This design comes from an exercise in tuning for small area, a short achievable clock period and few clock cycles per item on the open sky130 flow, not from production work.
RTL that was checked went through simulation tests only; none was proved equivalent to the original.
No functional check of the RTL was part of runs 4 and 5.

## flow/design.v

```verilog
package cordic_pkg;
    localparam int XY_W = 16;
    localparam int ANGLE_W = 32;
    localparam int MAX_ITER = 32;  
    localparam logic signed [31:0] ANG_PI = 32'sh8000_0000;
    localparam logic signed [31:0] ANG_PI_2 = 32'sh4000_0000;
    localparam logic signed [15:0] KINV_Q15 = 16'sd19898;  
    localparam int KINV_SHIFT = 15;
    localparam real PI = 3.14159265358979323846;
    function automatic logic signed [MAX_ITER-1:0] atan_lut(input int unsigned idx);
        case (idx)
          0: atan_lut = 32'sh2000_0000;
          1: atan_lut = 32'sh12E4_051D;
          2: atan_lut = 32'sh09FB_385B;
          3: atan_lut = 32'sh0511_11D4;
          4: atan_lut = 32'sh028B_0D43;
          5: atan_lut = 32'sh0145_77E1;
          6: atan_lut = 32'sh00A2_EC1E;
          7: atan_lut = 32'sh0051_F155;
          8: atan_lut = 32'sh0028_F953;
          9: atan_lut = 32'sh0014_7E6E;
          10: atan_lut = 32'sh000A_7CC8;
          11: atan_lut = 32'sh0005_3E64;
          12: atan_lut = 32'sh0002_9F32;
          13: atan_lut = 32'sh0001_4F99;
          14: atan_lut = 32'sh0000_A7CC;
          15: atan_lut = 32'sh0000_53E6;
          default: atan_lut = 32'sd0;
        endcase
    endfunction
endpackage
module cordic_preproc (
    input  logic signed [15:0] x_in,
    input  logic signed [15:0] y_in,
    input  logic [1:0]         q,
    output logic signed [17:0] x0,
    output logic signed [17:0] y0
);
    logic signed [17:0] xe, ye;
    assign xe = 18'(x_in);
    assign ye = 18'(y_in);
    assign x0 = (q == 2'b01) ? -ye : (q == 2'b10) ? ye : xe;
    assign y0 = (q == 2'b01) ? xe : (q == 2'b10) ? -xe : ye;
endmodule
module cordic_rotator (
    input  logic        clk,
    input  logic        rst_n,
    input  logic        ir,
    input  logic        ce,
    input  logic        in_valid,
    input  logic [15:0] x_start,
    input  logic [15:0] y_start,
    input  logic [31:0] angle,
    output logic        pv,
    output logic [31:0] res
);
    logic [17:0] v;
    always_ff @(posedge clk or negedge rst_n) begin
        if (!rst_n) v[0] <= 1'b0;
        else if (ir) v[0] <= in_valid;
    end
    always_ff @(posedge clk or negedge rst_n) begin
        if (!rst_n) v[17:1] <= '0;
        else if (ce) v[17:1] <= v[16:0];
    end
    assign pv = v[17];
    logic signed [17:0] x_0, y_0;
    cordic_preproc u_pre (.x_in(x_start), .y_in(y_start), .q(angle[31:30]), .x0(x_0), .y0(y_0));
    logic [29:0] z_1;
    assign z_1 = {~angle[29], angle[28:0]};
    logic d_0, d_1;
    assign d_0 = angle[31];
    assign d_1 = ~angle[29];
    logic [0:0] d_0_r;
    always_ff @(posedge clk) if (ir) d_0_r <= d_0;
    logic [16:0] x_0_r_q;
    always_ff @(posedge clk) if (ir) x_0_r_q <= x_0[16:0];
    logic signed [17:0] x_0_r;
    assign x_0_r = {{1{x_0_r_q[16]}}, x_0_r_q};
    logic [16:0] y_0_r_q;
    always_ff @(posedge clk) if (ir) y_0_r_q <= y_0[16:0];
    logic signed [17:0] y_0_r;
    assign y_0_r = {{1{y_0_r_q[16]}}, y_0_r_q};
    logic [29:0] z_1_r;
    always_ff @(posedge clk) if (ir) z_1_r <= z_1;
    logic d_1_s0;
    assign d_1_s0 = z_1_r[29];
    logic signed [17:0] x_1, y_1;
    logic signed [17:0] x_0_r_sh, y_0_r_sh;
    assign x_0_r_sh = x_0_r >>> 0;
    assign y_0_r_sh = y_0_r >>> 0;
    logic [18:0] x_1_w, y_1_w;
    assign x_1_w = {x_0_r, 1'b1} + {(d_0_r ? y_0_r_sh : ~y_0_r_sh), ~d_0_r};
    assign y_1_w = {y_0_r, 1'b1} + {(d_0_r ? ~x_0_r_sh : x_0_r_sh), d_0_r};
    assign x_1 = x_1_w[18:1];
    assign y_1 = y_1_w[18:1];
    logic signed [17:0] x_1_r;
    always_ff @(posedge clk) if (ce) x_1_r <= x_1;
    logic signed [17:0] y_1_r;
    always_ff @(posedge clk) if (ce) y_1_r <= y_1;
    logic [29:0] z_1_r_r;
    always_ff @(posedge clk) if (ce) z_1_r_r <= z_1_r;
    logic d_1_s1;
    assign d_1_s1 = z_1_r_r[29];
    logic signed [17:0] x_2, y_2;
    logic signed [17:0] x_1_r_sh, y_1_r_sh;
    assign x_1_r_sh = x_1_r >>> 1;
    assign y_1_r_sh = y_1_r >>> 1;
    logic [18:0] x_2_w, y_2_w;
    assign x_2_w = {x_1_r, 1'b1} + {(d_1_s1 ? y_1_r_sh : ~y_1_r_sh), ~d_1_s1};
    assign y_2_w = {y_1_r, 1'b1} + {(d_1_s1 ? ~x_1_r_sh : x_1_r_sh), d_1_s1};
    assign x_2 = x_2_w[18:1];
    assign y_2 = y_2_w[18:1];
    logic [29:0] z_2;
    assign z_2 = z_1_r_r[29:0] + (d_1_s1 ? 30'h12E4051D : 30'h2D1BFAE3);
    logic d_2;
    assign d_2 = z_2[29];
    logic signed [17:0] x_2_r;
    always_ff @(posedge clk) if (ce) x_2_r <= x_2;
    logic signed [17:0] y_2_r;
    always_ff @(posedge clk) if (ce) y_2_r <= y_2;
    logic [29:0] z_2_r;
    always_ff @(posedge clk) if (ce) z_2_r <= z_2;
    logic d_2_s2;
    assign d_2_s2 = z_2_r[29];
    logic signed [17:0] x_3, y_3;
    logic signed [17:0] x_2_r_sh, y_2_r_sh;
    assign x_2_r_sh = x_2_r >>> 2;
    assign y_2_r_sh = y_2_r >>> 2;
    logic [18:0] x_3_w, y_3_w;
    assign x_3_w = {x_2_r, 1'b1} + {(d_2_s2 ? y_2_r_sh : ~y_2_r_sh), ~d_2_s2};
    assign y_3_w = {y_2_r, 1'b1} + {(d_2_s2 ? ~x_2_r_sh : x_2_r_sh), d_2_s2};
    assign x_3 = x_3_w[18:1];
    assign y_3 = y_3_w[18:1];
    logic [28:0] z_3;
    assign z_3 = z_2_r[28:0] + (d_2_s2 ? 29'h9FB385B : 29'h1604C7A5);
    logic d_3;
    assign d_3 = z_3[28];
    logic signed [17:0] x_3_r;
    always_ff @(posedge clk) if (ce) x_3_r <= x_3;
    logic signed [17:0] y_3_r;
    always_ff @(posedge clk) if (ce) y_3_r <= y_3;
    logic [28:0] z_3_r;
    always_ff @(posedge clk) if (ce) z_3_r <= z_3;
    logic d_3_s3;
    assign d_3_s3 = z_3_r[28];
    logic signed [17:0] x_4, y_4;
    logic signed [17:0] x_3_r_sh, y_3_r_sh;
    assign x_3_r_sh = x_3_r >>> 3;
    assign y_3_r_sh = y_3_r >>> 3;
    logic [18:0] x_4_w, y_4_w;
    assign x_4_w = {x_3_r, 1'b1} + {(d_3_s3 ? y_3_r_sh : ~y_3_r_sh), ~d_3_s3};
    assign y_4_w = {y_3_r, 1'b1} + {(d_3_s3 ? ~x_3_r_sh : x_3_r_sh), d_3_s3};
    assign x_4 = x_4_w[18:1];
    assign y_4 = y_4_w[18:1];
    logic [27:0] z_4;
    assign z_4 = z_3_r[27:0] + (d_3_s3 ? 28'h51111D4 : 28'hAEEEE2C);
    logic d_4;
    assign d_4 = z_4[27];
    logic signed [17:0] x_4_r;
    always_ff @(posedge clk) if (ce) x_4_r <= x_4;
    logic signed [17:0] y_4_r;
    always_ff @(posedge clk) if (ce) y_4_r <= y_4;
    logic [27:0] z_4_r;
    always_ff @(posedge clk) if (ce) z_4_r <= z_4;
    logic d_4_s4;
    assign d_4_s4 = z_4_r[27];
    logic signed [17:0] x_5, y_5;
    logic signed [17:0] x_4_r_sh, y_4_r_sh;
    assign x_4_r_sh = x_4_r >>> 4;
    assign y_4_r_sh = y_4_r >>> 4;
    logic [18:0] x_5_w, y_5_w;
    assign x_5_w = {x_4_r, 1'b1} + {(d_4_s4 ? y_4_r_sh : ~y_4_r_sh), ~d_4_s4};
    assign y_5_w = {y_4_r, 1'b1} + {(d_4_s4 ? ~x_4_r_sh : x_4_r_sh), d_4_s4};
    assign x_5 = x_5_w[18:1];
    assign y_5 = y_5_w[18:1];
    logic [26:0] z_5;
    assign z_5 = z_4_r[26:0] + (d_4_s4 ? 27'h28B0D43 : 27'h574F2BD);
    logic d_5;
    assign d_5 = z_5[26];
    logic signed [17:0] x_5_r;
    always_ff @(posedge clk) if (ce) x_5_r <= x_5;
    logic signed [17:0] y_5_r;
    always_ff @(posedge clk) if (ce) y_5_r <= y_5;
    logic [26:0] z_5_r;
    always_ff @(posedge clk) if (ce) z_5_r <= z_5;
    logic d_5_s5;
    assign d_5_s5 = z_5_r[26];
    logic signed [17:0] x_6, y_6;
    logic signed [17:0] x_5_r_sh, y_5_r_sh;
    assign x_5_r_sh = x_5_r >>> 5;
    assign y_5_r_sh = y_5_r >>> 5;
    logic [18:0] x_6_w, y_6_w;
    assign x_6_w = {x_5_r, 1'b1} + {(d_5_s5 ? y_5_r_sh : ~y_5_r_sh), ~d_5_s5};
    assign y_6_w = {y_5_r, 1'b1} + {(d_5_s5 ? ~x_5_r_sh : x_5_r_sh), d_5_s5};
    assign x_6 = x_6_w[18:1];
    assign y_6 = y_6_w[18:1];
    logic [25:0] z_6;
    assign z_6 = z_5_r[25:0] + (d_5_s5 ? 26'h14577E1 : 26'h2BA881F);
    logic d_6;
    assign d_6 = z_6[25];
    logic signed [17:0] x_6_r;
    always_ff @(posedge clk) if (ce) x_6_r <= x_6;
    logic signed [17:0] y_6_r;
    always_ff @(posedge clk) if (ce) y_6_r <= y_6;
    logic [25:0] z_6_r;
    always_ff @(posedge clk) if (ce) z_6_r <= z_6;
    logic d_6_s6;
    assign d_6_s6 = z_6_r[25];
    logic signed [17:0] x_7, y_7;
    logic signed [17:0] x_6_r_sh, y_6_r_sh;
    assign x_6_r_sh = x_6_r >>> 6;
    assign y_6_r_sh = y_6_r >>> 6;
    logic [18:0] x_7_w, y_7_w;
    assign x_7_w = {x_6_r, 1'b1} + {(d_6_s6 ? y_6_r_sh : ~y_6_r_sh), ~d_6_s6};
    assign y_7_w = {y_6_r, 1'b1} + {(d_6_s6 ? ~x_6_r_sh : x_6_r_sh), d_6_s6};
    assign x_7 = x_7_w[18:1];
    assign y_7 = y_7_w[18:1];
    logic [24:0] z_7;
    assign z_7 = z_6_r[24:0] + (d_6_s6 ? 25'hA2EC1E : 25'h15D13E2);
    logic d_7;
    assign d_7 = z_7[24];
    logic signed [17:0] x_7_r;
    always_ff @(posedge clk) if (ce) x_7_r <= x_7;
    logic signed [17:0] y_7_r;
    always_ff @(posedge clk) if (ce) y_7_r <= y_7;
    logic [24:0] z_7_r;
    always_ff @(posedge clk) if (ce) z_7_r <= z_7;
    logic d_7_s7;
    assign d_7_s7 = z_7_r[24];
    logic signed [17:0] x_8, y_8;
    logic signed [17:0] x_7_r_sh, y_7_r_sh;
    assign x_7_r_sh = x_7_r >>> 7;
    assign y_7_r_sh = y_7_r >>> 7;
    logic [18:0] x_8_w, y_8_w;
    assign x_8_w = {x_7_r, 1'b1} + {(d_7_s7 ? y_7_r_sh : ~y_7_r_sh), ~d_7_s7};
    assign y_8_w = {y_7_r, 1'b1} + {(d_7_s7 ? ~x_7_r_sh : x_7_r_sh), d_7_s7};
    assign x_8 = x_8_w[18:1];
    assign y_8 = y_8_w[18:1];
    logic [23:0] z_8;
    assign z_8 = z_7_r[23:0] + (d_7_s7 ? 24'h51F155 : 24'hAE0EAB);
    logic d_8;
    assign d_8 = z_8[23];
    logic signed [17:0] x_8_r;
    always_ff @(posedge clk) if (ce) x_8_r <= x_8;
    logic signed [17:0] y_8_r;
    always_ff @(posedge clk) if (ce) y_8_r <= y_8;
    logic [23:0] z_8_r;
    always_ff @(posedge clk) if (ce) z_8_r <= z_8;
    logic d_8_s8;
    assign d_8_s8 = z_8_r[23];
    logic signed [17:0] x_9, y_9;
    logic signed [17:0] x_8_r_sh, y_8_r_sh;
    assign x_8_r_sh = x_8_r >>> 8;
    assign y_8_r_sh = y_8_r >>> 8;
    logic [18:0] x_9_w, y_9_w;
    assign x_9_w = {x_8_r, 1'b1} + {(d_8_s8 ? y_8_r_sh : ~y_8_r_sh), ~d_8_s8};
    assign y_9_w = {y_8_r, 1'b1} + {(d_8_s8 ? ~x_8_r_sh : x_8_r_sh), d_8_s8};
    assign x_9 = x_9_w[18:1];
    assign y_9 = y_9_w[18:1];
    logic [22:0] z_9;
    assign z_9 = z_8_r[22:0] + (d_8_s8 ? 23'h28F953 : 23'h5706AD);
    logic d_9;
    assign d_9 = z_9[22];
    logic signed [17:0] x_9_r;
    always_ff @(posedge clk) if (ce) x_9_r <= x_9;
    logic signed [17:0] y_9_r;
    always_ff @(posedge clk) if (ce) y_9_r <= y_9;
    logic [22:0] z_9_r;
    always_ff @(posedge clk) if (ce) z_9_r <= z_9;
    logic d_9_s9;
    assign d_9_s9 = z_9_r[22];
    logic signed [17:0] x_10, y_10;
    logic signed [17:0] x_9_r_sh, y_9_r_sh;
    assign x_9_r_sh = x_9_r >>> 9;
    assign y_9_r_sh = y_9_r >>> 9;
    logic [18:0] x_10_w, y_10_w;
    assign x_10_w = {x_9_r, 1'b1} + {(d_9_s9 ? y_9_r_sh : ~y_9_r_sh), ~d_9_s9};
    assign y_10_w = {y_9_r, 1'b1} + {(d_9_s9 ? ~x_9_r_sh : x_9_r_sh), d_9_s9};
    assign x_10 = x_10_w[18:1];
    assign y_10 = y_10_w[18:1];
    logic [21:0] z_10;
    assign z_10 = z_9_r[21:0] + (d_9_s9 ? 22'h147E6E : 22'h2B8192);
    logic d_10;
    assign d_10 = z_10[21];
    logic signed [17:0] x_10_r;
    always_ff @(posedge clk) if (ce) x_10_r <= x_10;
    logic signed [17:0] y_10_r;
    always_ff @(posedge clk) if (ce) y_10_r <= y_10;
    logic [21:0] z_10_r;
    always_ff @(posedge clk) if (ce) z_10_r <= z_10;
    logic d_10_s10;
    assign d_10_s10 = z_10_r[21];
    logic signed [17:0] x_11, y_11;
    logic signed [17:0] x_10_r_sh, y_10_r_sh;
    assign x_10_r_sh = x_10_r >>> 10;
    assign y_10_r_sh = y_10_r >>> 10;
    logic [18:0] x_11_w, y_11_w;
    assign x_11_w = {x_10_r, 1'b1} + {(d_10_s10 ? y_10_r_sh : ~y_10_r_sh), ~d_10_s10};
    assign y_11_w = {y_10_r, 1'b1} + {(d_10_s10 ? ~x_10_r_sh : x_10_r_sh), d_10_s10};
    assign x_11 = x_11_w[18:1];
    assign y_11 = y_11_w[18:1];
    logic [20:0] z_11;
    assign z_11 = z_10_r[20:0] + (d_10_s10 ? 21'hA7CC8 : 21'h158338);
    logic d_11;
    assign d_11 = z_11[20];
    logic signed [17:0] x_11_r;
    always_ff @(posedge clk) if (ce) x_11_r <= x_11;
    logic signed [17:0] y_11_r;
    always_ff @(posedge clk) if (ce) y_11_r <= y_11;
    logic [20:0] z_11_r;
    always_ff @(posedge clk) if (ce) z_11_r <= z_11;
    logic d_11_s11;
    assign d_11_s11 = z_11_r[20];
    logic signed [17:0] x_12, y_12;
    logic signed [17:0] x_11_r_sh, y_11_r_sh;
    assign x_11_r_sh = x_11_r >>> 11;
    assign y_11_r_sh = y_11_r >>> 11;
    logic [18:0] x_12_w, y_12_w;
    assign x_12_w = {x_11_r, 1'b1} + {(d_11_s11 ? y_11_r_sh : ~y_11_r_sh), ~d_11_s11};
    assign y_12_w = {y_11_r, 1'b1} + {(d_11_s11 ? ~x_11_r_sh : x_11_r_sh), d_11_s11};
    assign x_12 = x_12_w[18:1];
    assign y_12 = y_12_w[18:1];
    logic [19:0] z_12;
    assign z_12 = z_11_r[19:0] + (d_11_s11 ? 20'h53E64 : 20'hAC19C);
    logic d_12;
    assign d_12 = z_12[19];
    logic signed [17:0] x_12_r;
    always_ff @(posedge clk) if (ce) x_12_r <= x_12;
    logic signed [17:0] y_12_r;
    always_ff @(posedge clk) if (ce) y_12_r <= y_12;
    logic [19:0] z_12_r;
    always_ff @(posedge clk) if (ce) z_12_r <= z_12;
    logic d_12_s12;
    assign d_12_s12 = z_12_r[19];
    logic signed [17:0] x_13, y_13;
    logic signed [17:0] x_12_r_sh, y_12_r_sh;
    assign x_12_r_sh = x_12_r >>> 12;
    assign y_12_r_sh = y_12_r >>> 12;
    logic [18:0] x_13_w, y_13_w;
    assign x_13_w = {x_12_r, 1'b1} + {(d_12_s12 ? y_12_r_sh : ~y_12_r_sh), ~d_12_s12};
    assign y_13_w = {y_12_r, 1'b1} + {(d_12_s12 ? ~x_12_r_sh : x_12_r_sh), d_12_s12};
    assign x_13 = x_13_w[18:1];
    assign y_13 = y_13_w[18:1];
    logic [18:0] z_13;
    assign z_13 = z_12_r[18:0] + (d_12_s12 ? 19'h29F32 : 19'h560CE);
    logic d_13;
    assign d_13 = z_13[18];
    logic signed [17:0] x_13_r;
    always_ff @(posedge clk) if (ce) x_13_r <= x_13;
    logic signed [17:0] y_13_r;
    always_ff @(posedge clk) if (ce) y_13_r <= y_13;
    logic [18:0] z_13_r;
    always_ff @(posedge clk) if (ce) z_13_r <= z_13;
    logic d_13_s13;
    assign d_13_s13 = z_13_r[18];
    logic signed [17:0] x_14, y_14;
    logic signed [17:0] x_13_r_sh, y_13_r_sh;
    assign x_13_r_sh = x_13_r >>> 13;
    assign y_13_r_sh = y_13_r >>> 13;
    logic [18:0] x_14_w, y_14_w;
    assign x_14_w = {x_13_r, 1'b1} + {(d_13_s13 ? y_13_r_sh : ~y_13_r_sh), ~d_13_s13};
    assign y_14_w = {y_13_r, 1'b1} + {(d_13_s13 ? ~x_13_r_sh : x_13_r_sh), d_13_s13};
    assign x_14 = x_14_w[18:1];
    assign y_14 = y_14_w[18:1];
    logic [17:0] z_14;
    assign z_14 = z_13_r[17:0] + (d_13_s13 ? 18'h14F99 : 18'h2B067);
    logic d_14;
    assign d_14 = z_14[17];
    logic signed [17:0] x_14_r;
    always_ff @(posedge clk) if (ce) x_14_r <= x_14;
    logic signed [17:0] y_14_r;
    always_ff @(posedge clk) if (ce) y_14_r <= y_14;
    logic [17:0] z_14_r;
    always_ff @(posedge clk) if (ce) z_14_r <= z_14;
    logic d_14_s14;
    assign d_14_s14 = z_14_r[17];
    logic signed [17:0] x_15, y_15;
    logic signed [17:0] x_14_r_sh, y_14_r_sh;
    assign x_14_r_sh = x_14_r >>> 14;
    assign y_14_r_sh = y_14_r >>> 14;
    logic [18:0] x_15_w, y_15_w;
    assign x_15_w = {x_14_r, 1'b1} + {(d_14_s14 ? y_14_r_sh : ~y_14_r_sh), ~d_14_s14};
    assign y_15_w = {y_14_r, 1'b1} + {(d_14_s14 ? ~x_14_r_sh : x_14_r_sh), d_14_s14};
    assign x_15 = x_15_w[18:1];
    assign y_15 = y_15_w[18:1];
    logic [16:0] z_15;
    assign z_15 = z_14_r[16:0] + (d_14_s14 ? 17'hA7CC : 17'h15834);
    logic d_15;
    assign d_15 = z_15[16];
    logic [0:0] d_15_r;
    always_ff @(posedge clk) if (ce) d_15_r <= d_15;
    logic signed [17:0] x_15_r;
    always_ff @(posedge clk) if (ce) x_15_r <= x_15;
    logic signed [17:0] y_15_r;
    always_ff @(posedge clk) if (ce) y_15_r <= y_15;
    logic signed [17:0] x_16, y_16;
    logic signed [17:0] x_15_r_sh, y_15_r_sh;
    assign x_15_r_sh = x_15_r >>> 15;
    assign y_15_r_sh = y_15_r >>> 15;
    logic [18:0] x_16_w, y_16_w;
    assign x_16_w = {x_15_r, 1'b1} + {(d_15_r ? y_15_r_sh : ~y_15_r_sh), ~d_15_r};
    assign y_16_w = {y_15_r, 1'b1} + {(d_15_r ? ~x_15_r_sh : x_15_r_sh), d_15_r};
    assign x_16 = x_16_w[18:1];
    assign y_16 = y_16_w[18:1];
    logic signed [17:0] x_16_r;
    always_ff @(posedge clk) if (ce) x_16_r <= x_16;
    logic signed [17:0] y_16_r;
    always_ff @(posedge clk) if (ce) y_16_r <= y_16;
    logic [30:0] c_e;
    assign c_e = 31'(x_16_r);
    logic [30:0] c_t [0:5];
    assign c_t[0] = c_e << 14;
    assign c_t[1] = c_e << 12;
    assign c_t[2] = (~c_e) << 9;
    assign c_t[3] = (~c_e) << 6;
    assign c_t[4] = (~c_e) << 3;
    assign c_t[5] = c_e << 1;
    logic [17:0] c_lo;
    assign c_lo = 18'(c_t[0][14:0]) + 18'(c_t[1][14:0]) + 18'(c_t[2][14:0]) + 18'(c_t[3][14:0]) + 18'(c_t[4][14:0]) + 18'(c_t[5][14:0]) + 18'd584;
    logic [15:0] c_ha, c_hb;
    assign c_ha = c_t[0][30:15] + c_t[1][30:15] + c_t[2][30:15];
    assign c_hb = c_t[3][30:15] + c_t[4][30:15] + c_t[5][30:15];
    logic [2:0] c_cr;
    logic [15:0] c_har, c_hbr;
    always_ff @(posedge clk) if (ce) begin c_cr <= c_lo[17:15]; c_har <= c_ha; c_hbr <= c_hb; end
    logic [15:0] c_o;
    assign c_o = c_har + c_hbr + 16'(c_cr);
    logic [30:0] s_e;
    assign s_e = 31'(y_16_r);
    logic [30:0] s_t [0:5];
    assign s_t[0] = s_e << 14;
    assign s_t[1] = s_e << 12;
    assign s_t[2] = (~s_e) << 9;
    assign s_t[3] = (~s_e) << 6;
    assign s_t[4] = (~s_e) << 3;
    assign s_t[5] = s_e << 1;
    logic [17:0] s_lo;
    assign s_lo = 18'(s_t[0][14:0]) + 18'(s_t[1][14:0]) + 18'(s_t[2][14:0]) + 18'(s_t[3][14:0]) + 18'(s_t[4][14:0]) + 18'(s_t[5][14:0]) + 18'd584;
    logic [15:0] s_ha, s_hb;
    assign s_ha = s_t[0][30:15] + s_t[1][30:15] + s_t[2][30:15];
    assign s_hb = s_t[3][30:15] + s_t[4][30:15] + s_t[5][30:15];
    logic [2:0] s_cr;
    logic [15:0] s_har, s_hbr;
    always_ff @(posedge clk) if (ce) begin s_cr <= s_lo[17:15]; s_har <= s_ha; s_hbr <= s_hb; end
    logic [15:0] s_o;
    assign s_o = s_har + s_hbr + 16'(s_cr);
    assign res = {c_o, s_o};
endmodule
module cordic_rot_top (
    input logic clk,
    input logic rst_n,
    input logic in_valid,
    output logic in_ready,
    input logic signed [15:0] x_start,
    input logic signed [15:0] y_start,
    input logic signed [31:0] angle,
    output logic out_valid,
    input logic out_ready,
    output logic signed [15:0] cosine,
    output logic signed [15:0] sine
);
    logic ir, ce;
    logic pv;
    logic [31:0] pres;
    cordic_rotator u_rot (
        .clk(clk), .rst_n(rst_n), .ir(ir), .ce(ce), .in_valid(in_valid),
        .x_start(x_start), .y_start(y_start), .angle(angle),
        .pv(pv), .res(pres)
    );
    logic [31:0] main_q, skid_q;
    logic ov, sv;
    logic push, pop, sv_n;
    assign push = ce & pv;
    assign pop = ov & out_ready;
    assign sv_n = sv ? ~pop : (push & ov & ~pop);
    always_ff @(posedge clk) begin
        if (push) skid_q <= pres;
        if (~ov | out_ready) main_q <= sv ? skid_q : pres;
    end
    always_ff @(posedge clk or negedge rst_n) begin
        if (!rst_n) begin
            ov <= 1'b0;
            sv <= 1'b0;
            ir <= 1'b1;
            ce <= 1'b0;
        end else begin
            if (~ov | out_ready) ov <= sv | push;
            sv <= sv_n;
            ir <= ~sv_n;
            ce <= ~sv_n;
        end
    end
    assign in_ready = ir;
    assign out_valid = ov;
    assign cosine = main_q[31:16];
    assign sine = main_q[15:0];
endmodule
```

## flow/run.sh

```bash
#!/bin/bash
# synth_recipe.tcl (not shown) runs the flow's synth.tcl, then flattens the netlist and writes it again
# the make line also repeats each setting of config.mk as NAME=value (left out here)
make -C /OpenROAD-flow-scripts/flow DESIGN_CONFIG=/design/flow/config.mk WORK_HOME=/design/flow/orfs CLKGATE_MAP_FILE= SYNTH_SCRIPT=/design/flow/synth_recipe.tcl finish
```

## flow/config.mk

```make
export PLATFORM = sky130hd
export DESIGN_NAME = cordic_rot_top
export DESIGN_NICKNAME = cordic_rot_top
export VERILOG_FILES = /design/flow/design.v
export SDC_FILE = /design/flow/constraint.sdc
export NUM_CORES = 4
export LEC_CHECK = 0
export ABC_CLOCK_PERIOD_IN_PS = 3000
export CAP_MARGIN = 20
export CORE_MARGIN = 2
export CORE_UTILIZATION = 40
export SETUP_SLACK_MARGIN = 5
export SLEW_MARGIN = 20
```

## flow/constraint.sdc

```tcl
create_clock -name core_clock -period 8.5 [get_ports {clk}]
set_input_delay 1.7000 -clock core_clock [delete_from_list [all_inputs] [get_ports {clk}]]
set_output_delay 1.7000 -clock core_clock [all_outputs]
set_load 0.01 [all_outputs]
```

==> results.cfg, run 1 <==
[setup_path]
path_max_fanout = 2
r2r_start = u_rot.x_16_r[0]$_DFFE_PP_
critPathLaunch = u_rot.x_16_r[0]$_DFFE_PP_
rrSetupSlack_ps = 4990
required_ps = 9010
path_cells = ha_1 > inv_2 > fa_1 > inv_2 > fa_1 > fa_1 > inv_2 > ha_4 > nand4_1 > nor3_2 > nor2_1 > nand2_1 > a21oi_2 > xor2_1
cpPeakStageDelay_ps = 540
worst-path-stages = 14
r2r_cells = 14
reg2reg_to = u_rot.c_cr[1]$_DFFE_PP_
critPathBufInv = 3
start_kind = flip-flop
worst_setup_path_end_kind = flip-flop
setup.worst_path.class = reg2reg
arrival_ps = 4020
crit_slowest_cell = fa_1
crit_end = u_rot.c_cr[1]$_DFFE_PP_
cpLargestDelayFamily = adder cells

[yosys]
synth_xor_area_frac = 0.120
synth-edff-count = 1114
ys_ff_latch = 1136
seq_area_frac_synth = 0.404
async_flop_share = 0.0194
syn-num-nets = 9106
ys.flop_type = edfxtp_1
syn_inst = 7945
synth_compound_area_frac = 0.162
yosysUniqueCellTypes = 96
synth_top_family_by_area = adder cells
synth_fa_ha_area_frac = 0.171
syn_area_sq_mm = 0.0842
muxShareOfSynthArea = 0.0127
syn_area_per_cell_sq_um = 10.6
ys.warnings.count = 4
yosys.area_share.simple = 0.106

[placed_design]
pre_cts_slack_ps = 4090
gp_congestion = 0.846
dpl_cell_area_sq_mm = 0.0889
io_buffers = 101
dp_hpwl_um = 135000

[routing]
vias = 59377
postRouteAntennaNets = 0
wire_per_inst_um = 16.2
dr.pass1.iters = 9
drc_errors = 0
drt_iter0_drc = 3019
viasPerCell = 5.33
routed_wl_um = 180000

[global_route]
grtUsageTotal = 0.163
grt_overflow = 0
antenna_found_initial = 1
grt_pass1_vias = 59325
grt_max_degree = 197
grt_pass1_wl_um = 294000

[cells_and_area]
syn2layout_area_growth_pct = 12.9
nFillCells = 19415
regArea_sq_mm = 0.0340
stdcell_area_sq_mm = 0.0951
layout-drive-gt1-share = 0.0718
fin_nets = 9388
multi_input_area_sq_mm = 0.0490

[timing]
rsz0062_at_grt = yes
drv_slew = 0
clock.fmax_ghz = 0.285
period_share = 0.413
relSlewSlack = 0.237
hold_viol_final = 0
whs_ps = 412
skew_ps = 33.4
layout_setup_ws_ps = 4990
setup_viol = 0
tns_ps = 0
fin_crit_ps = 3510
worst_pin_slew_ps = 1140

[floorplan]
dieArea_sq_mm = 0.214
die_height_um = 463
die_w_um = 463
row_count = 168
core_sq_mm = 0.209
start_util = 0.402
io_pins = 102

[cts]
cts-root-buf = clkbuf_16
clockBufferDepth = 3
cts_sinks = 1136
h-tree-depth = 4
clkLatencyLatePin_ps = 780
cts_tree = built
clk_pin_slew_ps = 60
numCtsBuffers = 138

[worst_hold_path]
worstHoldPathType = reg2reg
hold_depth = 0

[run_status]
status = complete, no violations

[job]
drv_cap = 0
==> state kept, by name, indices dropped and copies added (netlist names), 19 cells and up <==
signal	flops
u_rot.z_13_r	19
u_rot.z_6_r	26
u_rot.z_7_r	25
u_rot.z_1_r	30
u_rot.z_2_r	30
u_rot.z_4_r	28
u_rot.z_8_r	24
u_rot.z_5_r	27
u_rot.z_3_r	29
main_q	32
u_rot.z_10_r	22
skid_q	32
u_rot.z_12_r	20
u_rot.z_1_r_r	30
u_rot.z_9_r	23
u_rot.z_11_r	21
==> worst min-delay path by stage <==
stage / start / to / slack, ps
6_report: u_rot.z_1_r[14]$_DFFE_PP_ / u_rot.z_1_r_r[14]$_DFFE_PP_ / 410
4_1_cts: u_rot.z_1_r[21]$_DFFE_PP_ / u_rot.z_1_r_r[21]$_DFFE_PP_ / 420
5_1_grt: u_rot.z_1_r[21]$_DFFE_PP_ / u_rot.z_1_r_r[21]$_DFFE_PP_ / 420
3_3_place_gp: u_rot.z_10_r[1]$_DFFE_PP_ / u_rot.z_11_r[1]$_DFFE_PP_ / 400
3_5_place_dp: u_rot.z_11_r[1]$_DFFE_PP_ / u_rot.z_12_r[1]$_DFFE_PP_ / 400
2_1_floorplan: u_rot.z_9_r[0]$_DFFE_PP_ / u_rot.z_10_r[0]$_DFFE_PP_ / 400
==> repair_timing <==
| item | 4_1_cts | 5_1_grt |
|---|---|---|
| pin swaps | 16 | 51 |
| endpoints found under the setup margin | 214 | 134 |
| endpoints found under the hold margin | 0 | 0 |
| resized for setup | 66 | 125 |
| buffers inserted | 44 | 42 |
| cloned | 1 | 5 |
| hold buffers | 0 | 0 |
==> cell usage after synthesis, drive strengths merged (34+ instances only) <==
library cell / number / area share
xor2: 367 / 0.038
a21o: 257 / 0.023
o211ai: 79 / 0.0070
a211oi: 65 / 0.0060
o21ai: 368 / 0.022
buf: 53 / 0.0027
or3: 67 / 0.0050
a31oi: 70 / 0.0052
clkbuf: 34 / 0.0015
nor2: 519 / 0.023
a221oi: 56 / 0.0058
inv: 440 / 0.020
edfxtp: 1114 / 0.40
mux2i: 60 / 0.0073
ha: 993 / 0.15
nor2b: 181 / 0.013
o21a: 95 / 0.0085
a21oi: 651 / 0.039
fa: 100 / 0.024
nor3: 209 / 0.012
nand2b: 55 / 0.0041
a21boi: 34 / 0.0030
and3: 74 / 0.0056
nand4: 43 / 0.0032
o31ai: 48 / 0.0044
nand3: 196 / 0.012
o21bai: 110 / 0.0098
nand2: 366 / 0.016
xnor2: 790 / 0.082
mux2: 41 / 0.0055
==> per-stage QoR <==
step	utilization	instances
3_3_place_gp	0.425	10800
2_1_floorplan	-	7945
5_1_grt	0.454	11144
6_report	0.454	11144
3_5_place_dp	0.425	10800
4_1_cts	0.450	11096
==> layout make-up <==
| type | count | share of cell area |
|---|---|---|
| inverters | 440 | 0.0181 |
| well taps | 2805 | 0.0369 |
| repair buffers | 229 | 0.0237 |
| diodes | 1 | 0.0000263 |
| multi-input cells | 6282 | 0.515 |
| clock buffers | 178 | 0.0401 |
| flip-flops and latches | 1136 | 0.358 |
| clock inverters | 73 | 0.00825 |
==> metal layers <==
| metal | share of wire | global-route usage |
|---|---|---|
| met1 | 0.45 | 0.202 |
| met3 | 0.029 | 0.0232 |
| met4 | 0.031 | 0.0525 |
| met5 | 0 | 0 |
| met2 | 0.49 | 0.292 |
==> logic make-up (layout without fill, tap and decap cells) <==
family          count (synthesis)  after routing
mux                           101            101
compound gates               2086           2086
xor+xnor                     1157           1157
other cells                     0              1
fa+ha+maj                    1093           1093
flops                        1136           1136
simple gates                 1845           1845
buf+inv                       527            920
==> cell usage in the layout (no fill, tap or decap), types with 66 or more instances in the layout <==
cell and count:
o21ai_0 285, clkdlybuf4s50_1 95, o21ai_1 79, or3_1 66, inv_1 402, buf_4 101, o21a_1 95, xnor2_1 783
nand3_1 196, nor3_1 201, nor2_1 519, fa_1 93, a31oi_1 67, a21o_1 254, a21oi_1 626, nand2_1 365
clkbuf_16 150, ha_1 976, xor2_1 363, o21bai_1 110, o211ai_1 79, nor2b_1 180, and3_1 71, edfxtp_1 1114
Testbench counts, summed over its fixed seeds: cycles 16,152, items 16,000.
==> inputs of run 2 (changes only) <==
--- a/flow/design.v
+++ b/flow/design.v
@@ -30,5 +30,5 @@
     endfunction
 endpackage
-module cordic_preproc (
+module cordic_preproc0 (
     input  logic signed [15:0] x_in,
     input  logic signed [15:0] y_in,
@@ -43,4 +43,31 @@
     assign y0 = (q == 2'b01) ? xe : (q == 2'b10) ? -xe : ye;
 endmodule
+module cordic_preproc (
+    input  logic signed [15:0] x_in,
+    input  logic signed [15:0] y_in,
+    input  logic [1:0]         q,
+    output logic signed [17:0] x1,
+    output logic signed [17:0] y1
+);
+    logic signed [17:0] xe, ye, nxe;
+    logic swap;                  
+    assign xe = 18'(x_in);
+    assign ye = 18'(y_in);
+    assign nxe = -xe;
+    assign swap = q[1] ^ q[0];
+    logic [17:0] ax, bx, ay, by;
+    logic cx, cy;
+    assign ax = swap ? nxe : xe;
+    assign bx = q[1] ? ye : ~ye;
+    assign cx = ~q[1];
+    assign ay = q[1] ? nxe : xe;
+    assign by = swap ? ~ye : ye;
+    assign cy = swap;
+    logic [18:0] sx, sy;
+    assign sx = {ax, 1'b1} + {bx, cx};
+    assign sy = {ay, 1'b1} + {by, cy};
+    assign x1 = sx[18:1];
+    assign y1 = sy[18:1];
+endmodule
 module cordic_rotator (
     input  logic        clk,
@@ -66,5 +93,5 @@
     assign pv = v[17];
     logic signed [17:0] x_0, y_0;
-    cordic_preproc u_pre (.x_in(x_start), .y_in(y_start), .q(angle[31:30]), .x0(x_0), .y0(y_0));
+    cordic_preproc0 u_pre (.x_in(x_start), .y_in(y_start), .q(angle[31:30]), .x0(x_0), .y0(y_0));
     logic [29:0] z_1;
     assign z_1 = {~angle[29], angle[28:0]};
--- a/flow/config.mk
+++ b/flow/config.mk
@@ -9,5 +9,5 @@
 export CAP_MARGIN = 20
 export CORE_MARGIN = 2
-export CORE_UTILIZATION = 40
+export CORE_UTILIZATION = 60
 export SETUP_SLACK_MARGIN = 5
 export SLEW_MARGIN = 20
==> run 2 against run 1 <==
Maximum frequency is 0.26% higher; first-iteration DRC count is 25% higher; utilization is 22 points higher; wire length hardly changed; hold slack hardly changed; setup slack better by 9.2 ps; largest cell class unchanged; die area is 33% lower; critical path depth stayed put.
==> results.cfg, run 2 <==
[setup_path]
r2r_cells = 14
r2r_start = u_rot.x_16_r[0]$_DFFE_PP_
start_kind = flip-flop
rrSetupSlack_ps = 5000
path_cells = ha_4 > inv_2 > fa_1 > inv_1 > fa_1 > fa_1 > inv_2 > ha_4 > nand4_1 > nor3_2 > nor2_1 > nand2_1 > a21oi_2 > xor2_1
cp_common_cell = fa_1
required_ps = 8990
cpPeakStageDelay_ps = 510
reg2reg_to = u_rot.c_cr[1]$_DFFE_PP_
setup.worst_path.class = reg2reg
arrival_ps = 3990
worst_setup_path_end_kind = flip-flop
crit_slowest_cell = fa_1
path_max_fanout = 3

[floorplan]
io_pins = 102
die_w_um = 379
die_height_um = 379
row_count = 137
start_util = 0.604
dieArea_sq_mm = 0.143
core_sq_mm = 0.139

[placed_design]
pre_cts_slack_ps = 4080
gp_congestion = 0.889
io_buffers = 101
dp_hpwl_um = 132000
dp.cells = 9872

[timing]
worst_pin_slew_ps = 1010
skew_ps = 26.9
setup_viol = 0
drv_slew = 0
tns_ps = 0
fin_crit_ps = 3500
relSlewSlack = 0.328
clock.fmax_ghz = 0.286
layout_setup_ws_ps = 5000
rsz0062_at_grt = yes
hold_viol_final = 0
period_share = 0.412

[yosys]
ys_ff_latch = 1136
synth-edff-count = 1114
yosysUniqueCellTypes = 96
async_flop_share = 0.0194
synth.most_common_cell = edfxtp_1
synth_top_area_cell = edfxtp_1
syn_inst = 7945
syn_area_per_cell_sq_um = 10.6
seq_area_frac_synth = 0.404
ys.warnings.count = 4
ys.flop_type = edfxtp_1
synth.top_cell.area_share = 0.397
syn-num-nets = 9106
synth_common_cells = 1,114 x edfxtp_1, 993 x ha_1, 790 x xnor2_1
ys_top_cells_by_area = edfxtp_1 40%, ha_1 15%, xnor2_1 8.2%
syn_area_sq_mm = 0.0842

[cells_and_area]
final_common_cell = edfxtp_1
syn2layout_area_growth_pct = 11.6
fin_nets = 9408
layout-drive-gt1-share = 0.0739
stdcell_count = 10230
top_regs = main_q: 32 flops, skid_q: 32 flops
layout_common_cells = 1,114 x edfxtp_1, 971 x ha_1, 783 x xnor2_1

[run_status]
status = complete, no violations

[global_route]
grt_max_degree = 191
grt_pass1_vias = 57717
grt_overflow = 0
antenna_found_initial = 3
grtUsageTotal = 0.244
grt_pass1_wl_um = 287000

[routing]
dr.pass1.iters = 8
viasPerCell = 5.90
drt_iter0_drc = 3769
routed_wl_um = 180000
vias = 60313
wire_per_inst_um = 17.6
postRouteAntennaNets = 0
drc_errors = 0

[cts]
numCtsBuffers = 137
cts_sinks = 1136
clockBufferDepth = 3
clkLatencyLatePin_ps = 770
ctsHoldBuffers = 0
cts_tree = built
clk_pin_slew_ps = 60
cts-root-buf = clkbuf_16
h-tree-depth = 4

[job]
drv_cap = 0

[worst_hold_path]
hp-start = u_rot.z_1_r[15]$_DFFE_PP_
worst_hold_path.endpoint = u_rot.z_1_r_r[15]$_DFFE_PP_
hold_depth = 0
worstHoldPathType = reg2reg
==> run 2: cell counts after synthesis <==
Identical to the previous run, type by type.
==> run 2: through the flow <==
step	hold slack (ps)	util	instance area [sq um]
6_report	412	0.674	94000
5_1_grt	424	0.674	94000
4_1_cts	416	0.666	92900
3_5_place_dp	405	0.630	87700
3_3_place_gp	401	0.630	87700
2_1_floorplan	400	-	84500
==> run 2: how the worst max path moves through the flow <==
stage / from / end / slack (ps) / depth (start not counted)
6_report: u_rot.x_16_r[0]$_DFFE_PP_ / u_rot.c_cr[1]$_DFFE_PP_ / 5000 / 14
5_1_grt: u_rot.x_16_r[0]$_DFFE_PP_ / u_rot.c_cr[1]$_DFFE_PP_ / 4830 / 14
4_1_cts: ir$_DFF_PN1_ / in_ready / 4880 / 2
3_5_place_dp: y_start[7] / u_rot.x_0_r_q[14]$_DFFE_PP_ / 4080 / 9
3_3_place_gp: y_start[7] / u_rot.x_0_r_q[14]$_DFFE_PP_ / 4090 / 9
2_1_floorplan: ce$_DFF_PN0_ / ce$_DFF_PN0_ / 370 / 6
==> run 2: cell families (layout without fill, tap and decap cells) <==
| group | count (synthesis) | in the layout | synth area share |
|---|---|---|---|
| adders and majority gates | 1093 | 1093 | 0.171 |
| other | 0 | 3 | 0 |
| buffers and inverters | 527 | 933 | 0.0238 |
| AOI/OAI and AO/OA | 2086 | 2086 | 0.162 |
| muxes | 101 | 101 | 0.0127 |
| DFF | 1136 | 1136 | 0.404 |
| xor gates and xnor gates | 1157 | 1157 | 0.120 |
| and+or+nand+nor | 1845 | 1845 | 0.106 |
==> run 2: what timing repair did <==
item                       in CTS  in global routing
resized for setup              72                132
setup endpoints to repair     196                129
buffers inserted               53                 50
gates cloned                    1                  7
pin swaps                      14                 34
==> run 2: final cells by class <==
cell class | count | area (sq um)
flip-flops and latches | 1136 | 34000
repair buffers | 250 | 2480
fillers | 10818 | 45400
multi-input cells | 6282 | 49000
diodes | 3 | 7.51
well taps | 1876 | 2350
inverters | 440 | 1720
clock inverters | 76 | 762
clock buffers | 167 | 3660
==> run 2: critical path: cells and delay by family, from the launching register on <==
family | cells | cell delay, ps
adder cells (fa/ha/maj) | 5 | 2000
flip-flops | 1 | 460
AO/OA/AOI/OAI | 1 | 80
AND/OR/NAND/NOR | 4 | 450
XOR/XNOR | 1 | 140
buffers and inverters | 3 | 130
==> run 2: per-layer routing <==
layer,vias up,wire length (um),track usage,part of all wire
met5,-,0,0,0
met4,0,4130,0.0695,0.023
met3,256,6870,0.0312,0.038
met2,1027,85200,0.404,0.47
met1,28807,84000,0.337,0.47
li1,30223,-,-,-
Testbench counts of run 2, summed over its fixed seeds: cycles 16,152, items 16,000.
==> inputs of run 3 (changes only) <==
--- a/flow/config.mk
+++ b/flow/config.mk
@@ -9,5 +9,7 @@
 export CAP_MARGIN = 20
 export CORE_MARGIN = 2
-export CORE_UTILIZATION = 60
+export CORE_UTILIZATION = 40
+export CTS_CLUSTER_DIAMETER = 100
+export CTS_CLUSTER_SIZE = 24
 export SETUP_SLACK_MARGIN = 5
 export SLEW_MARGIN = 20
==> run 3 against run 2 <==
Die area up 49%; count of clock-buffer cells in the layout down 103; maximum frequency about the same; critical path depth down 2; cell count up 7.5%; hold slack better by 12 ps.
==> results.cfg, run 3 <==
[timing]
skew_ps = 38.2
hold_viol_final = 0
setup_viol = 0
relSlewSlack = 0.307
period_share = 0.412
worst_pin_slew_ps = 1040
tns_ps = 0
rsz0062_at_grt = yes
clock.fmax_ghz = 0.286
drv_slew = 0
fin_crit_ps = 3500

[setup_path]
setup.worst_path.class = reg2reg
path_max_fanout = 3
worst_setup_path_end_kind = flip-flop
required_ps = 9010
arrival_ps = 4000
start_kind = flip-flop

[cells_and_area]
top_regs = main_q: 32 flops, skid_q: 32 flops
fin_nets = 9315
layout-drive-gt1-share = 0.0616
syn2layout_area_growth_pct = 9.81
stdcell_area_sq_mm = 0.0925
layout_common_cells = 1,114 x edfxtp_1, 971 x ha_1, 783 x xnor2_1
final_common_cell = edfxtp_1
nFillCells = 19730

[floorplan]
core_sq_mm = 0.209
start_util = 0.402
io_pins = 102
dieArea_sq_mm = 0.214
die_height_um = 463
row_count = 168
die_w_um = 463

[global_route]
grt_pass1_wl_um = 291000
grt_max_degree = 179
grt_pass1_vias = 58334
antenna_found_initial = 1
grt_overflow = 0
grtUsageTotal = 0.160

[yosys]
synth.top_cell.area_share = 0.397
syn_area_sq_mm = 0.0842
seq_area_frac_synth = 0.404
synth_common_cells = 1,114 x edfxtp_1, 993 x ha_1, 790 x xnor2_1
syn-num-nets = 9106
syn_inst = 7945
synth-edff-count = 1114
ys_ff_latch = 1136
ys.flop_type = edfxtp_1
syn_area_per_cell_sq_um = 10.6
synth_top_area_cell = edfxtp_1
yosysUniqueCellTypes = 96
ys.warnings.count = 4
synth.most_common_cell = edfxtp_1
async_flop_share = 0.0194
ys_top_cells_by_area = edfxtp_1 40%, ha_1 15%, xnor2_1 8.2%

[placed_design]
dp_hpwl_um = 136000
gp_congestion = 0.854
dpl_cell_area_sq_mm = 0.0889
io_buffers = 101

[cts]
numCtsBuffers = 61
clk_pin_slew_ps = 100
clockBufferDepth = 3
clkLatencyLatePin_ps = 760
cts-root-buf = clkbuf_16
ctsHoldBuffers = 0
cts_sinks = 1136
h-tree-depth = 2
cts_tree = built

[routing]
vias = 58853
drt_iter0_drc = 2892
postRouteAntennaNets = 0
routed_wl_um = 179000
drc_errors = 0
viasPerCell = 5.35
wire_per_inst_um = 16.3
dr.pass1.iters = 6

[worst_hold_path]
worstHoldPathType = reg2reg

[run_status]
status = complete, no violations

[job]
drv_cap = 0
run 3: changes by cell type in the layout (fill, tap and decap cells not counted), moves of 4 or more:
cell	delta
clkbuf_16	-82
clkbuf_1	-21
clkinv_1	-18
buf_4	-14
clkinv_2	-14
bufinv_16	-13
o21ai_0	-6
o21ai_1	+5
clkinv_4	+4
inv_6	-4
run 3: stage by stage:
step | instances | hold WS [ps] | setup WS [ps] | utilization
after floorplan | 7945 | 400 | 369 | -
after global placement | 10803 | 402 | 4050 | 0.425
after detailed placement | 10803 | 405 | 4080 | 0.425
after CTS | 10942 | 425 | 4980 | 0.437
after global routing | 10993 | 436 | 4880 | 0.442
final | 10993 | 424 | 5000 | 0.442
run 3: logic make-up (layout without fill, tap and decap cells):
family	count (synthesis)	after routing	synth area share
other cells	0	1	0
simple gates	1845	1845	0.106
xor+xnor	1157	1157	0.120
buf+inv	527	769	0.0238
flops	1136	1136	0.404
mux	101	101	0.0127
compound gates	2086	2086	0.162
fa+ha+maj	1093	1093	0.171
run 3: cell type report:
type	instances	area (sq um)	share of cell area
repair buffers	233	2310	0.0250
clock inverters	32	290	0.00314
inverters	440	1720	0.0186
multi-input cells	6282	49100	0.531
diodes	1	2.50	0.0000271
clock buffers	64	1540	0.0166
flip-flops and latches	1136	34000	0.368
well taps	2805	3510	0.0380
run 3: worst paths after layout:
| path | from | end | slack, ps | cells past startpoint |
|---|---|---|---|---|
| max | u_rot.y_16_r[4]$_DFFE_PP_ | u_rot.s_cr[0]$_DFFE_PP_ | 5000 | 12 |
| max reg2reg | u_rot.y_16_r[4]$_DFFE_PP_ | u_rot.s_cr[0]$_DFFE_PP_ | 5000 | 12 |
| min reg2reg | u_rot.z_1_r[28]$_DFFE_PP_ | u_rot.z_1_r_r[28]$_DFFE_PP_ | 420 | 0 |
| max in group asynchronous | rst_n | ce$_DFF_PN0_ | 7230 | 1 |
| min | u_rot.z_1_r[28]$_DFFE_PP_ | u_rot.z_1_r_r[28]$_DFFE_PP_ | 420 | 0 |
| min in group asynchronous | rst_n | u_rot.v[17]$_DFFE_PN0P_ | 900 | 1 |
run 3: worst max-delay path, cell delays in order, from the launching register on:
cell and delay, ps:
edfxtp_1 420, clkinvlp_4 160, fa_1 540, fa_1 420, ha_1 320, ha_4 230, a21o_1 200, a21oi_4 170
o21ai_4 90, a2111oi_4 320, nor3_2 110, buf_4 140, xor2_1 130
run 3: what timing repair did:
action	4_1_cts	5_1_grt
pin swaps	19	51
buffers inserted	43	45
resized for setup	76	141
endpoints found under the setup margin	171	139
gates cloned	0	5
run 3: routing by layer:
metal	vias up	routed length (um)	global-route usage
li1	29926	-	-
met1	28037	80500	0.202
met2	676	89700	0.293
met3	214	4360	0.0160
met4	0	4210	0.0380
met5	-	0	0
==> inputs of run 4 (changes only) <==
--- a/flow/design.v
+++ b/flow/design.v
@@ -446,6 +446,7 @@
     logic [17:0] c_lo;
     assign c_lo = 18'(c_t[0][14:0]) + 18'(c_t[1][14:0]) + 18'(c_t[2][14:0]) + 18'(c_t[3][14:0]) + 18'(c_t[4][14:0]) + 18'(c_t[5][14:0]) + 18'd584;
-    logic [15:0] c_ha, c_hb;
+    logic [15:0] c_ha;
     assign c_ha = c_t[0][30:15] + c_t[1][30:15] + c_t[2][30:15];
+    logic [15:0] c_hb;
     assign c_hb = c_t[3][30:15] + c_t[4][30:15] + c_t[5][30:15];
     logic [2:0] c_cr;
@@ -465,6 +466,7 @@
     logic [17:0] s_lo;
     assign s_lo = 18'(s_t[0][14:0]) + 18'(s_t[1][14:0]) + 18'(s_t[2][14:0]) + 18'(s_t[3][14:0]) + 18'(s_t[4][14:0]) + 18'(s_t[5][14:0]) + 18'd584;
-    logic [15:0] s_ha, s_hb;
+    logic [15:0] s_ha;
     assign s_ha = s_t[0][30:15] + s_t[1][30:15] + s_t[2][30:15];
+    logic [15:0] s_hb;
     assign s_hb = s_t[3][30:15] + s_t[4][30:15] + s_t[5][30:15];
     logic [2:0] s_cr;
--- a/flow/config.mk
+++ b/flow/config.mk
@@ -12,4 +12,5 @@
 export CTS_CLUSTER_DIAMETER = 100
 export CTS_CLUSTER_SIZE = 24
+export PLACE_DENSITY = 0.8
 export SETUP_SLACK_MARGIN = 5
 export SLEW_MARGIN = 20
==> run 4 against run 3 <==
Count of clock-buffer cells in the layout rose by 4; sequential share of layout area rose by 0.064 points; design area fell by 0.16%; first-iteration DRC count increased by 17%; utilization shrank 0.072 points; register-to-register slack worse by 40 ps; non-clock buffer count increased by 15; die area stayed put; synthesized cell count is the same; critical path type unchanged; highest routed layer unchanged.
==> results.cfg, run 4 <==
[yosys]
synth-edff-count = 1114
ys_top_cells_by_area = edfxtp_1 40%, ha_1 15%, xnor2_1 8.2%
async_flop_share = 0.0194
syn_area_sq_mm = 0.0842
syn_inst = 7945
seq_area_frac_synth = 0.404
syn-num-nets = 9106
ys.flop_type = edfxtp_1
ys.warnings.count = 4
syn_area_per_cell_sq_um = 10.6
synth.most_common_cell = edfxtp_1
yosysUniqueCellTypes = 96
synth_top_area_cell = edfxtp_1
ys_ff_latch = 1136
synth.top_cell.area_share = 0.397
synth_common_cells = 1,114 x edfxtp_1, 993 x ha_1, 790 x xnor2_1

[setup_path]
reg2reg_to = u_rot.c_cr[1]$_DFFE_PP_
required_ps = 9000
r2r_start = u_rot.x_16_r[0]$_DFFE_PP_
start_kind = flip-flop
worst_setup_path_end_kind = flip-flop
path_max_fanout = 4
path_cells = ha_1 > inv_1 > fa_1 > inv_1 > fa_1 > fa_1 > inv_2 > ha_4 > nand4_1 > nor3_2 > nor2_1 > nand2_2 > a21oi_2 > xor2_1
cp_common_cell = fa_1
cpPeakStageDelay_ps = 510
r2r_cells = 14
setup.worst_path.class = reg2reg
rrSetupSlack_ps = 4970
crit_slowest_cell = fa_1
arrival_ps = 4030

[placed_design]
gp_congestion = 0.913
io_buffers = 101
dpl_cell_area_sq_mm = 0.0889
dp_hpwl_um = 136000
pre_cts_slack_ps = 4020

[floorplan]
core_sq_mm = 0.209
start_util = 0.402
io_pins = 102
dieArea_sq_mm = 0.214
die_w_um = 463
row_count = 168
die_height_um = 463

[cells_and_area]
final_common_cell = edfxtp_1
regArea_sq_mm = 0.0340
layout-drive-gt1-share = 0.0585
fin_nets = 9324
layout_common_cells = 1,114 x edfxtp_1, 976 x ha_1, 783 x xnor2_1
syn2layout_area_growth_pct = 9.64
stdcell_area_sq_mm = 0.0923
top_regs = main_q: 32 flops, skid_q: 32 flops
multi_input_area_sq_mm = 0.0490
nFillCells = 18931

[timing]
layout_setup_ws_ps = 4970
period_share = 0.416
whs_ps = 419
tns_ps = 0
skew_ps = 61.2
clock.fmax_ghz = 0.283
drv_slew = 0
fin_crit_ps = 3530
rsz0062_at_grt = yes
worst_pin_slew_ps = 972
relSlewSlack = 0.352
setup_viol = 0
hold_viol_final = 0

[run_status]
status = complete, no violations

[global_route]
grt_overflow = 0
grtUsageTotal = 0.157
grt_pass1_vias = 61165
grt_max_degree = 206
antenna_found_initial = 1
grt_pass1_wl_um = 286000

[worst_hold_path]
hp-start = u_rot.z_1_r[26]$_DFFE_PP_
worstHoldPathType = reg2reg
worst_hold_path.endpoint = u_rot.z_1_r_r[26]$_DFFE_PP_
hold_depth = 0

[cts]
numCtsBuffers = 55
h-tree-depth = 2
ctsHoldBuffers = 0
clk_pin_slew_ps = 100
cts-root-buf = clkbuf_16
clkLatencyLatePin_ps = 750
cts_tree = built
clockBufferDepth = 3
cts_sinks = 1136

[routing]
drt_iter0_drc = 3382
wire_per_inst_um = 16.3
routed_wl_um = 179000
viasPerCell = 5.51
dr.pass1.iters = 8
vias = 60528
postRouteAntennaNets = 0
drc_errors = 0

[job]
drv_cap = 0
[run 4: cell counts after synthesis]
Identical to the previous run, type by type.
[run 4: stage by stage]
stage	std cells	util
after floorplan	7945	-
after global placement	10804	0.425
after detailed placement	10804	0.425
after CTS	10924	0.435
after global routing	10990	0.441
final	10991	0.441
[run 4: repair_timing]
| item | in CTS | in global routing |
|---|---|---|
| gates resized for setup | 71 | 126 |
| buffers inserted | 41 | 58 |
| gates cloned | 0 | 7 |
| pin swaps | 15 | 51 |
| setup endpoints to repair | 258 | 191 |
[run 4: worst max-delay path by stage]
stage,start,endpoint,slack [ps],depth (start not counted)
2_1_floorplan,ce$_DFF_PN0_,ce$_DFF_PN0_,370,6
3_3_place_gp,y_start[7],u_rot.x_0_r_q[14]$_DFFE_PP_,3930,9
3_5_place_dp,y_start[7],u_rot.x_0_r_q[14]$_DFFE_PP_,4020,9
4_1_cts,u_rot.z_3_r[28]$_DFFE_PP_,u_rot.z_4_r[27]$_DFFE_PP_,4910,12
5_1_grt,u_rot.s_cr[1]$_DFFE_PP_,main_q[15]$_DFFE_PP_,4840,13
6_report,u_rot.x_16_r[0]$_DFFE_PP_,u_rot.c_cr[1]$_DFFE_PP_,4970,14
[run 4: cell families after synthesis]
kind of cell	Yosys count	share of synthesized area
and+or+nand+nor	1845	0.106
xor gates and xnor gates	1157	0.120
adders and majority gates	1093	0.171
muxes	101	0.0127
buffers and inverters	527	0.0238
AOI/OAI and AO/OA	2086	0.162
DFF	1136	0.404
[run 4: worst max-delay path: cells and delay by family, from the launching register on]
kind / cells / cell delay, ps
compound gates: 1 / 70
fa+ha+maj: 5 / 2010
buf+inv: 3 / 140
xor+xnor: 1 / 160
flops: 1 / 480
simple gates: 4 / 410
[run 4: cell type report]
type / count / area share
Multi-Input combinational cell: 6282 / 0.531
Sequential cell: 1136 / 0.368
Tap cell: 2805 / 0.0380
Timing Repair Buffer: 248 / 0.0268
Inverter: 440 / 0.0186
Clock buffer: 68 / 0.0154
Clock inverter: 11 / 0.00191
Antenna cell: 1 / 0.0000271
[run 4: layer usage]
metal / routed length [um] / GRT usage
met1: 65000 / 0.153
met2: 97400 / 0.316
met3: 5410 / 0.0158
met4: 11100 / 0.0895
met5: 0 / 0
==> inputs of run 5 (changes only) <==
--- a/flow/config.mk
+++ b/flow/config.mk
@@ -10,7 +10,6 @@
 export CORE_MARGIN = 2
 export CORE_UTILIZATION = 40
-export CTS_CLUSTER_DIAMETER = 100
-export CTS_CLUSTER_SIZE = 24
-export PLACE_DENSITY = 0.8
+export CTS_CLUSTER_DIAMETER = 80
+export CTS_CLUSTER_SIZE = 30
 export SETUP_SLACK_MARGIN = 5
 export SLEW_MARGIN = 20
==> run 5 against run 4 <==
Wire length grew 0.55%; design area is 1.8% higher; first-iteration DRC count down 9.5%; area after synthesis unchanged; critical path depth shrank 3; hold slack improved by 3.7 ps; clock skew down 18 ps; sequential share of layout area down 0.66 points; still clean on timing, DRC and antenna; maximum frequency rose by 1.7%; non-clock buffer count is 15 lower.
==> results.cfg, run 5 <==
[run_status]
status = complete, no violations

[global_route]
grt_pass1_wl_um = 292000
grt_max_degree = 179
antenna_found_initial = 1
grt_overflow = 0
grtUsageTotal = 0.162
grt_pass1_vias = 58687

[yosys]
synth_top_area_cell = edfxtp_1
syn_area_per_cell_sq_um = 10.6
syn_area_sq_mm = 0.0842
syn_inst = 7945
synth_common_cells = 1,114 x edfxtp_1, 993 x ha_1, 790 x xnor2_1
synth.top_cell.area_share = 0.397
synth-edff-count = 1114
ys_top_cells_by_area = edfxtp_1 40%, ha_1 15%, xnor2_1 8.2%
ys_ff_latch = 1136
ys.warnings.count = 4
async_flop_share = 0.0194
seq_area_frac_synth = 0.404
ys.flop_type = edfxtp_1
syn-num-nets = 9106
yosysUniqueCellTypes = 96
synth.most_common_cell = edfxtp_1

[placed_design]
dp.cells = 10803
io_buffers = 101
gp_congestion = 0.854
dp_hpwl_um = 136000

[cts]
clk_pin_slew_ps = 80
clockBufferDepth = 3
cts_tree = built
cts-root-buf = clkbuf_16
h-tree-depth = 3
numCtsBuffers = 89
cts_sinks = 1136
clkLatencyLatePin_ps = 740

[routing]
wire_per_inst_um = 16.3
dr.pass1.iters = 8
routed_wl_um = 180000
drc_errors = 0
viasPerCell = 5.35
vias = 59224
drt_iter0_drc = 3060
postRouteAntennaNets = 0

[timing]
clock.fmax_ghz = 0.288
fin_crit_ps = 3480
worst_pin_slew_ps = 1050
hold_viol_final = 0
drv_slew = 0
rsz0062_at_grt = yes
skew_ps = 43.2
setup_viol = 0
whs_ps = 423
period_share = 0.409
relSlewSlack = 0.297
tns_ps = 0

[floorplan]
die_w_um = 463
start_util = 0.402
dieArea_sq_mm = 0.214
row_count = 168
io_pins = 102
die_height_um = 463
core_sq_mm = 0.209

[cells_and_area]
final_common_cell = edfxtp_1
layout_common_cells = 1,114 x edfxtp_1, 970 x ha_1, 783 x xnor2_1
syn2layout_area_growth_pct = 11.6
stdcell_count = 11064
top_regs = main_q: 32 flops, skid_q: 32 flops
fin_nets = 9343
layout-drive-gt1-share = 0.0706

[setup_path]
path_max_fanout = 4
required_ps = 9000
rrSetupSlack_ps = 5020
path_cells = inv_1 > fa_1 > fa_1 > fa_1 > ha_1 > a21oi_2 > nor2b_4 > o21ai_2 > nand2_2 > a21oi_2 > o21bai_1
cpPeakStageDelay_ps = 600
setup.worst_path.class = reg2reg
arrival_ps = 3970
worst_setup_path_end_kind = flip-flop
r2r_start = u_rot.x_16_r[3]$_DFFE_PP_
start_kind = flip-flop
cp_common_cell = fa_1
crit_slowest_cell = fa_1
r2r_cells = 11
reg2reg_to = u_rot.c_cr[2]$_DFFE_PP_

[job]
drv_cap = 0

[worst_hold_path]
hold_depth = 0
worst_hold_path.endpoint = u_rot.z_1_r_r[28]$_DFFE_PP_
worstHoldPathType = reg2reg
hp-start = u_rot.z_1_r[28]$_DFFE_PP_
[run 5: cell counts after synthesis]
No cell type changed its count.
[run 5: area by class of cell]
cell class | instances | area, sq um
Clock buffer | 94 | 2310
Clock inverter | 73 | 1040
Timing Repair Buffer | 233 | 2330
Multi-Input combinational cell | 6282 | 49100
Sequential cell | 1136 | 34000
Inverter | 440 | 1720
Tap cell | 2805 | 3510
Antenna cell | 1 | 2.50
Fill cell | 19583 | 115000
[run 5: metrics by stage]
stage	cell area (sq um)	util	setup WS, ps
after floorplan	84500	-	369
after global placement	88900	0.425	4050
after detailed placement	88900	0.425	4080
after CTS	92900	0.444	4920
after global routing	94000	0.449	4880
final	94000	0.449	5020
[run 5: worst max-delay path: cells and delay by family, from the launching register on]
kind | cells | cell delay [ps]
flip-flops | 1 | 470
AO/OA/AOI/OAI | 4 | 590
adder cells (fa/ha/maj) | 4 | 1870
AND/OR/NAND/NOR | 2 | 140
buffers and inverters | 1 | 150
[run 5: cell families (layout without fill, tap and decap cells)]
| family | Yosys count | in the layout | share of synthesized area |
|---|---|---|---|
| other | 0 | 1 | 0 |
| and+or+nand+nor | 1845 | 1845 | 0.106 |
| xor gates and xnor gates | 1157 | 1157 | 0.120 |
| muxes | 101 | 101 | 0.0127 |
| adders and majority gates | 1093 | 1093 | 0.171 |
| AOI/OAI and AO/OA | 2086 | 2086 | 0.162 |
| DFF | 1136 | 1136 | 0.404 |
| buffers and inverters | 527 | 840 | 0.0238 |
[run 5: routing by layer]
layer,wire length (um),share of wire,GRT usage
met1,80100,0.45,0.201
met2,90100,0.50,0.294
met3,4930,0.027,0.0192
met4,4680,0.026,0.0436
met5,0,0,0
[run 5: worst max-delay path by stage]
stage,to,slack (ps),startpoint,cells past startpoint
4_1_cts,u_rot.z_4_r[27]$_DFFE_PP_,4920,u_rot.z_3_r[28]$_DFFE_PP_,12
2_1_floorplan,ce$_DFF_PN0_,370,ce$_DFF_PN0_,6
5_1_grt,u_rot.c_cr[1]$_DFFE_PP_,4880,u_rot.x_16_r[2]$_DFFE_PP_,15
6_report,u_rot.c_cr[2]$_DFFE_PP_,5020,u_rot.x_16_r[3]$_DFFE_PP_,11
3_3_place_gp,u_rot.x_0_r_q[14]$_DFFE_PP_,4050,y_start[8],9
3_5_place_dp,u_rot.x_0_r_q[14]$_DFFE_PP_,4080,y_start[8],9
[run 5: what timing repair did]
action                                 in CTS  in global routing
pin swaps                                  18                 48
hold buffers                                0                  0
setup endpoints to repair                 165                137
gates cloned                                0                  6
endpoints found under the hold margin       0                  0
resized for setup                          68                151
setup buffers                              44                 43

## static timing again, ports no longer ideal
The flow's constraints put no driver on any port. The routed layouts listed below were extracted and timed again, unchanged, in two steps. Step 1: set_driving_cell puts a clkbuf_16 on clk and a buf_2 on each other input, an assumption about the parent block. Step 2, shift: input delay + t, output delay - t, t = (earliest + latest rising clock arrival at the registers) / 2. This alone moves slack from input paths to output paths. a / b / c = ideal / step 1 / step 2; a / b = the first two.
run | shift t [ns] | setup WS [ns] | worst hold slack (ns) | clock arrival spread, ns | slew at the worst register clock pin (ns)
run 1 | 0.859 | 4.990 / 4.990 / 4.314 | 0.412 / 0.412 / 0.412 | 0.041 / 0.041 | 0.06 / 0.06
run 2 | 0.837 | 4.999 / 4.996 / 4.216 | 0.412 / 0.412 / 0.412 | 0.033 / 0.033 | 0.07 / 0.07
run 3 | 0.829 | 5.002 / 5.002 / 4.422 | 0.424 / 0.424 / 0.424 | 0.051 / 0.051 | 0.10 / 0.10
run 4 | 0.789 | 4.966 / 4.966 / 4.375 | 0.419 / 0.419 / 0.419 | 0.063 / 0.063 | 0.11 / 0.11
run 5 | 0.822 | 5.025 / 5.025 / 4.435 | 0.423 / 0.423 / 0.423 | 0.061 / 0.061 | 0.10 / 0.10
After both steps setup and hold are still met in every run listed. For run 2, which loses most, drivers alone change the setup slack by -0.003 ns; drivers and shift together by -0.783 ns.
